This design comes from an exercise in tuning for small area and a short achievable clock period on the open sky130 flow, not from production work.
RTL that was checked went through simulation tests only; none was proved equivalent to the original.

==> zinc: inputs <==
==> flow/design.v <==
module NineCoreProcessor(
    input clk,
    input reset,
    input [3:0] core_id,
    input [7:0] instruction,
    input [7:0] operand1,
    input [7:0] operand2,
    output reg [7:0] result
);
    reg [7:0] registers [0:31];  
    reg [7:0] memory [0:255];  
    reg [7:0] stack [0:15];  
    reg [3:0] sp;  
    wire [4:0] ra = {core_id[2:0], operand1[1:0]};
    wire [4:0] rb = {core_id[2:0], operand2[1:0]};
    wire [4:0] r0 = {core_id[2:0], 2'd0};
    wire [4:0] r2 = {core_id[2:0], 2'd2};
    wire [7:0] a = registers[ra];
    wire [7:0] b = registers[rb];
    wire [3:0] spm1 = sp - 4'd1;
    always @(posedge clk or posedge reset) begin
        if (reset) begin
            result <= 8'b0;
            sp <= 4'd0;
        end else begin
            case (instruction)
                8'h0C: begin
                    if (sp < 15) sp <= sp + 1;
                end  
                8'h0D: begin
                    if (sp > 0) sp <= sp - 1;
                end  
                8'h0E: begin
                    result <= operand1;
                end  
                8'h0F: begin
                    if (registers[r0] == 8'b0)
                        result <= operand1;
                end  
                8'h10: begin
                    if (registers[r0] != 8'b0)
                        result <= operand1;
                end  
                8'h12: begin
                    if (sp < 15) sp <= sp + 1;
                end  
                8'h13: begin
                    if (sp > 0) begin
                        sp <= sp - 1;
                        result <= stack[spm1];
                    end
                end  
                8'h14: begin
                    result <= 8'b11111111;
                end  
                8'h00, 8'h01, 8'h02, 8'h03, 8'h04, 8'h05, 8'h06, 8'h07,
                8'h08, 8'h09, 8'h0A, 8'h0B, 8'h11, 8'h15, 8'h16, 8'h17: ;
                default: begin
                    result <= 8'b00000000;
                end  
            endcase
        end
    end
    always @(posedge clk) begin
        if (!reset) begin
            case (instruction)
                8'h00: registers[ra] <= operand2;  
                8'h01: registers[ra] <= a + b;  
                8'h02: registers[ra] <= a - b;  
                8'h03: registers[ra] <= a * b;  
                8'h04: registers[ra] <= (b != 0) ? (a / b) : 8'b1;  
                8'h05: registers[ra] <= (b != 0) ? (a % b) : 8'b1;  
                8'h06: registers[ra] <= a & b;  
                8'h07: registers[ra] <= a | b;  
                8'h08: registers[ra] <= a ^ b;  
                8'h09: registers[ra] <= ~a;  
                8'h0A: registers[ra] <= a << operand2;  
                8'h0B: registers[ra] <= a >> operand2;  
                8'h0C: if (sp < 15) stack[sp] <= a;  
                8'h0D: if (sp > 0) registers[ra] <= stack[spm1];  
                8'h11: registers[r2] <= (a == b) ? 8'b1 : 8'b0;  
                8'h12: if (sp < 15) stack[sp] <= operand1;  
                8'h16: registers[ra] <= memory[operand2];  
                8'h17: memory[operand2] <= a;  
                default: ;
            endcase
        end
    end
endmodule
==> flow/run.sh <==
#!/bin/bash
# synth_recipe.tcl (not shown) runs the flow's synth.tcl, then flattens the netlist and writes it again
# the make line also repeats each setting of config.mk as NAME=value (left out here)
make -C /OpenROAD-flow-scripts/flow DESIGN_CONFIG=/design/flow/config.mk WORK_HOME=/design/flow/orfs CLKGATE_MAP_FILE= SYNTH_SCRIPT=/design/flow/synth_recipe.tcl finish
==> flow/config.mk <==
export PLATFORM = sky130hd
export DESIGN_NAME = NineCoreProcessor
export DESIGN_NICKNAME = NineCoreProcessor
export VERILOG_FILES = /design/flow/design.v
export SDC_FILE = /design/flow/constraint.sdc
export NUM_CORES = 4
export LEC_CHECK = 0
export CAP_MARGIN = 20
export CORE_MARGIN = 2
export CORE_UTILIZATION = 50
export SLEW_MARGIN = 20
==> flow/constraint.sdc <==
create_clock -name core_clock -period 17.0 [get_ports {clk}]
set_input_delay 3.4000 -clock core_clock [delete_from_list [all_inputs] [get_ports {clk}]]
set_output_delay 3.4000 -clock core_clock [all_outputs]
set_load 0.01 [all_outputs]
==> inputs of lagoon, as changes to zinc <==
==> flow/design.v (replaced) <==
module NineCoreProcessor(
    input clk,
    input reset,
    input [3:0] core_id,
    input [7:0] instruction,
    input [7:0] operand1,
    input [7:0] operand2,
    output reg [7:0] result
);
    reg [7:0] registers [0:31];  
    reg [7:0] memory [0:255];
    reg [7:0] stack [0:14];
    reg [3:0] sp;
    reg        pv;       
    reg        ps;       
    reg        pp;       
    reg [4:0]  pd;       
    reg [4:0]  pop;      
    reg [7:0]  pa, pb;   
    reg [7:0] q, r;
    reg [8:0] t;
    integer i;
    always @* begin
        r = 8'd0;
        q = 8'd0;
        for (i = 7; i >= 0; i = i - 1) begin
            t = {r, pa[i]} - {1'b0, pb};
            if (!t[8]) begin
                r = t[7:0];
                q[i] = 1'b1;
            end else begin
                r = {r[6:0], pa[i]};
            end
        end
        if (pb == 8'd0) begin
            q = 8'd1;
            r = 8'd1;
        end
    end
    wire [7:0] mem_rd = memory[pb];
    wire       big = |pb[7:3];
    wire [7:0] shl = big ? 8'd0 : (pa << pb[2:0]);
    wire [7:0] shr = big ? 8'd0 : (pa >> pb[2:0]);
    reg [7:0] R;
    always @* begin
        case (pop)
            5'h01: R = pa + pb;
            5'h02: R = pa - pb;
            5'h03: R = pa * pb;
            5'h04: R = q;
            5'h05: R = r;
            5'h06: R = pa & pb;
            5'h07: R = pa | pb;
            5'h08: R = pa ^ pb;
            5'h09: R = ~pa;
            5'h0A: R = shl;
            5'h0B: R = shr;
            5'h11: R = {7'd0, pa == pb};
            5'h16: R = mem_rd;
            default: R = pb;  
        endcase
    end
    wire [4:0] ra = {core_id[2:0], operand1[1:0]};
    wire [4:0] rb = {core_id[2:0], operand2[1:0]};
    wire [4:0] r0 = {core_id[2:0], 2'd0};
    wire [7:0] a  = (pv && pd == ra) ? R : registers[ra];
    wire [7:0] b  = (pv && pd == rb) ? R : registers[rb];
    wire [7:0] a0 = (pv && pd == r0) ? R : registers[r0];
    wire [3:0] spm1 = sp - 4'd1;
    wire [7:0] top = pp ? pa : stack[spm1];
    wire ins_alu = (instruction >= 8'h01 && instruction <= 8'h0B) || instruction == 8'h11;
    wire sp_full = (sp == 4'd15);
    wire sp_empty = (sp == 4'd0);
    always @(posedge clk or posedge reset) begin
        if (reset) begin
            result <= 8'b0;
            sp <= 4'd0;
        end else begin
            case (instruction)
                8'h0C, 8'h12: if (!sp_full) sp <= sp + 4'd1;     
                8'h0D: if (!sp_empty) sp <= spm1;                
                8'h0E: result <= operand1;                       
                8'h0F: if (a0 == 8'd0) result <= operand1;       
                8'h10: if (a0 != 8'd0) result <= operand1;       
                8'h13: if (!sp_empty) begin                      
                    sp <= spm1;
                    result <= top;
                end
                8'h14: result <= 8'hFF;                          
                8'h00, 8'h01, 8'h02, 8'h03, 8'h04, 8'h05, 8'h06, 8'h07,
                8'h08, 8'h09, 8'h0A, 8'h0B, 8'h11, 8'h15, 8'h16, 8'h17: ;
                default: result <= 8'h00;
            endcase
        end
    end
    always @(posedge clk) begin
        pv <= 1'b0;
        ps <= 1'b0;
        pp <= 1'b0;
        pop <= instruction[4:0];
        pd <= (instruction == 8'h11) ? {core_id[2:0], 2'd2} : ra;
        pa <= a;
        pb <= b;
        if (!reset) begin
            if (ins_alu) pv <= 1'b1;
            case (instruction)
                8'h00: begin pv <= 1'b1; pb <= operand2; end                  
                8'h0A, 8'h0B: pb <= operand2;                                 
                8'h0C: if (!sp_full) pp <= 1'b1;                              
                8'h0D: if (!sp_empty) begin pv <= 1'b1; pb <= top; end        
                8'h12: if (!sp_full) begin pp <= 1'b1; pa <= operand1; end    
                8'h16: begin pv <= 1'b1; pb <= operand2; end                  
                8'h17: begin ps <= 1'b1; pb <= operand2; end                  
                default: ;
            endcase
        end
    end
    always @(posedge clk) begin
        if (pv) registers[pd] <= R;
        if (ps) memory[pb] <= pa;
        if (pp) stack[spm1] <= pa;
    end
endmodule
==> summary of the runs <==
- In zinc the routed wire length is larger than in lagoon, by about 4%.
- Against lagoon, the worst setup slack of zinc is higher by 0.039 ns.
- Between zinc and lagoon, the lower via count is in lagoon (gap about 0.9%, measured against lagoon).
- Area after synthesis: lagoon is higher than zinc (about 1.6%).
The RTL of lagoon was laid out without a check of its function.

[separate check: timing with driven ports]
No port has a modelled driver above. Below, the same layouts with a new extraction and two added sets of constraints. Step 1 assumes that a clkbuf_16 drives the clock port and a buf_2 every other input. Step 2 moves the port delays by t, midway between the first and last clock arrival at a register: inputs arrive t later, outputs are due t later. That takes back most of the time a late clock gives input paths. Slacks: ideal ports / drivers / drivers and shift; pairs: ideal ports / drivers.
run | shift t [ns] | setup slack, ns | slew at the worst register clock pin (ns)
zinc | 0.950 | 0.829 / 0.871 / -0.079 | 0.07 / 0.07
lagoon | 0.972 | 0.790 / 0.790 / 0.790 | 0.07 / 0.07
Met with ideal ports but missed after step 2: setup timing in zinc. For zinc, which loses most, drivers alone change the setup slack by +0.042 ns; drivers and shift together by -0.908 ns.
